This is an optimization exercise on Yosys and OpenROAD, whose aim is small area, a short achievable clock period and few clock cycles per item, not a production implementation.
Power is estimated from default activity; no workload was simulated.

Setup of old:
// processor
module processor(
    input [15:0] DIN,
    input Resetn, Clock, Run,
    output reg Done,
    output [15:0] BusWires
    );
reg [127:0] rf;         
reg         pend;       
reg [2:0]   mvi_rx;     
wire [2:0] rx = DIN[12:10];
wire [2:0] ry = DIN[9:7];
wire is_mvi = ~DIN[14] & DIN[13];    
wire use_x  = DIN[14];               
wire sub    = DIN[13];               
reg [7:0] xsel, ysel;
integer i;
always @(*)
    for (i = 0; i < 8; i = i + 1) begin
        xsel[i] = use_x && rx == i;
        ysel[i] = ry == i;
    end
wire [15:0] X, Y;
rdport8 portx(.rf(rf), .sel(xsel), .q(X));
rdport8 porty(.rf(rf), .sel(ysel), .q(Y));
wire [15:0] sum;
addsub alu(.a(X), .b(Y), .sub(sub), .s(sum));
assign BusWires = pend ? DIN : sum;
always @(*)
    Done = Resetn & (pend | (Run & ~is_mvi));
wire [2:0] wa = pend ? mvi_rx : rx;
always @(posedge Clock) begin
    if (!pend) mvi_rx <= rx;
    pend <= Resetn & ~pend & Run & is_mvi;
    for (i = 0; i < 8; i = i + 1)
        if (Done && wa == i) rf[16*i +: 16] <= BusWires;
end
endmodule
Size in the first run: roughly 130 flip-flops, ~36 I/O pins, ~6800 µm² of cells after synthesis.
==> module rdport8, before the edit <==
module rdport8(
    input [127:0] rf,
    input [7:0] sel,
    output reg [15:0] q
    );
integer i;
always @(*) begin
    q = 16'd0;
    for (i = 0; i < 8; i = i + 1)
        q = q | (rf[16*i +: 16] & {16{sel[i]}});
end
endmodule
==> module rdport9, before the edit <==
module rdport9(
    input [127:0] rf,
    input [7:0] sel,
    input [15:0] ext,
    input ext_sel,
    output reg [15:0] q
    );
integer i;
always @(*) begin
    q = ext & {16{ext_sel}};
    for (i = 0; i < 8; i = i + 1)
        q = q | (rf[16*i +: 16] & {16{sel[i]}});
end
endmodule
==> module processor, before the edit <==
module processor(
    input [15:0] DIN,
    input Resetn, Clock, Run,
    output reg Done,
    output [15:0] BusWires
    );
reg [127:0] rf;         
reg         pend;       
reg [2:0]   mvi_rx;     
wire [2:0] rx = DIN[12:10];
wire [2:0] ry = DIN[9:7];
wire is_mvi = ~DIN[14] & DIN[13];    
wire use_x  = DIN[14];               
wire sub    = DIN[13];               
reg [7:0] xsel, ysel;
integer i;
always @(*)
    for (i = 0; i < 8; i = i + 1) begin
        xsel[i] = use_x && rx == i;
        ysel[i] = ry == i;
    end
wire [15:0] X, Y;
rdport8 portx(.rf(rf), .sel(xsel), .q(X));
rdport8 porty(.rf(rf), .sel(ysel), .q(Y));
wire [15:0] sum;
addsub alu(.a(X), .b(Y), .sub(sub), .s(sum));
assign BusWires = pend ? DIN : sum;
always @(*)
    Done = Resetn & (pend | (Run & ~is_mvi));
wire [2:0] wa = pend ? mvi_rx : rx;
always @(posedge Clock) begin
    if (!pend) mvi_rx <= rx;
    pend <= Resetn & ~pend & Run & is_mvi;
    for (i = 0; i < 8; i = i + 1)
        if (Done && wa == i) rf[16*i +: 16] <= BusWires;
end
endmodule
export LEC_CHECK = 0
export CAP_MARGIN = 20
export CORE_MARGIN = 2
export CORE_UTILIZATION = 40
export SETUP_SLACK_MARGIN = 4
export SLEW_MARGIN = 20
export SYNTH_HIERARCHICAL = 1
create_clock -name core_clock -period 10.0 [get_ports {Clock}]
standard.sh (not shown) runs the stock make flow with config.mk's settings and CLKGATE_MAP_FILE= SYNTH_SCRIPT=/design/flow/synth_recipe.tcl, a recipe that flattens the netlist after the stock synthesis.
==> flow/flow/run.sh <==
#!/bin/bash
# Standard ORFS layout with these changes:
#  - port buffers are plain buffers (sky130_fd_sc_hd__buf_2), not delay buffers;
#  - clock tree from clkbuf_8 only, without dummy balancing loads;
#  - setup repair limited to the moves: unbuffer,sizeup,swap
set -euo pipefail
bash standard.sh \
  BUFFER_PORTS_ARGS="-buffer_cell sky130_fd_sc_hd__buf_2" \
  CTS_ARGS="-sink_clustering_enable -repair_clock_nets -dont_use_dummy_load -buf_list sky130_fd_sc_hd__clkbuf_8" \
  SETUP_MOVE_SEQUENCE="unbuffer,sizeup,swap" \
  finish > orfs_make.log 2>&1
> inputs changed (old -> new)
==> flow/design.v <==
module rdport8(
    input [127:0] rf,
    input [7:0] sel_lo, sel_hi,
    output reg [15:0] q
    );
integer i;
always @(*) begin
    q = 16'd0;
    for (i = 0; i < 8; i = i + 1)
        q = q | (rf[16*i +: 16] & {{8{sel_hi[i]}}, {8{sel_lo[i]}}});
end
endmodule
module dec3to8(
    input [2:0] W,
    input En,
    output reg [7:0] Y
    );
integer i;
always @(*)
    for (i = 0; i < 8; i = i + 1)
        Y[i] = En && W == i;
endmodule
module addsub(
    input [15:0] a, b,
    input sub,
    output [15:0] s
    );
assign s = a + (b ^ {16{sub}}) + {15'd0, sub};
endmodule
module processor(
    input [15:0] DIN,
    input Resetn, Clock, Run,
    output reg Done,
    output [15:0] BusWires
    );
reg [127:0] rf;         
reg         pend;       
reg [2:0]   mvi_rx;     
wire [2:0] rx = DIN[12:10];
wire [2:0] ry = DIN[9:7];
wire is_mvi = ~DIN[14] & DIN[13];    
wire use_x  = ~pend & DIN[14];       
wire sub    = ~pend & DIN[13];       
wire [7:0] xsel_lo, xsel_hi, ysel_lo, ysel_hi;
integer i;
dec3to8 decx_lo(.W(rx), .En(use_x), .Y(xsel_lo));
dec3to8 decx_hi(.W(rx), .En(use_x), .Y(xsel_hi));
dec3to8 decy_lo(.W(ry), .En(1'b1), .Y(ysel_lo));
dec3to8 decy_hi(.W(ry), .En(1'b1), .Y(ysel_hi));
wire [15:0] X, Y;
rdport8 portx(.rf(rf), .sel_lo(xsel_lo), .sel_hi(xsel_hi), .q(X));
rdport8 porty(.rf(rf), .sel_lo(ysel_lo), .sel_hi(ysel_hi), .q(Y));
wire [15:0] sum;
addsub alu(.a(X), .b(Y), .sub(sub), .s(sum));
assign BusWires = pend ? DIN : sum;
always @(*)
    Done = Resetn & (pend | (Run & ~is_mvi));
wire [2:0] wa = pend ? mvi_rx : rx;
always @(posedge Clock) begin
    if (!pend) mvi_rx <= rx;
    pend <= Resetn & ~pend & Run & is_mvi;
    for (i = 0; i < 8; i = i + 1)
        if (Done && wa == i) rf[16*i +: 16] <= BusWires;
end
endmodule
Results
- No stage failed in new, and the final checks on the layout all came back clean.
- Post-place instance area in new is about 2.7% above old.
- Peak supply drop: new vs old down about 14%
- Total standard cell area after synthesis went up slightly going from old to new.
- Compared with old, new shows HPWL after detailed placement that has gone up by more than 10%.
- Looking at final area, new sits above old.
- Delta (new minus old): fmax shrank by 0.0028 GHz; detailed-router iteration count before antenna repair moved down.
- [new vs old] fraction of met3 tracks used by global routing: higher in new
- Total power improves in new relative to old.
- Diff old -> new | first-iteration DRC count | down by more than 10%
No functional check of the RTL was part of any run of this note.

what the ideal ports hide:
No port has a modelled driver above. Below, the same layouts with a new extraction and two added sets of constraints.
Step 1 (the two cells are an assumption about what drives the block):
set clk [get_ports {Clock}]
set_driving_cell -lib_cell sky130_fd_sc_hd__clkbuf_16 $clk
set_driving_cell -lib_cell sky130_fd_sc_hd__buf_2 [delete_from_list [all_inputs] $clk]
Step 2 times the ports against the registers' clock, not the clock port: input delays grow and output delays shrink by t, the midpoint of the rising clock arrivals with the driver on.
a / b / c = no drivers / after step 1 / after step 2; a / b = the first two.
run | t (ns) | slack for setup (ns) | hold WS [ns] | cell pins on the clock port's net
old | 0.482 | 3.021 / 2.989 / 2.989 | 0.543 / 0.543 / 0.543 | 1
new | 0.470 | 2.882 / 2.831 / 2.831 | 0.493 / 0.493 / 0.493 | 1
After both steps setup and hold are still met in every run listed. The setup slack of new, which loses most, moves by -0.051 ns with the drivers and by -0.051 ns with both steps.
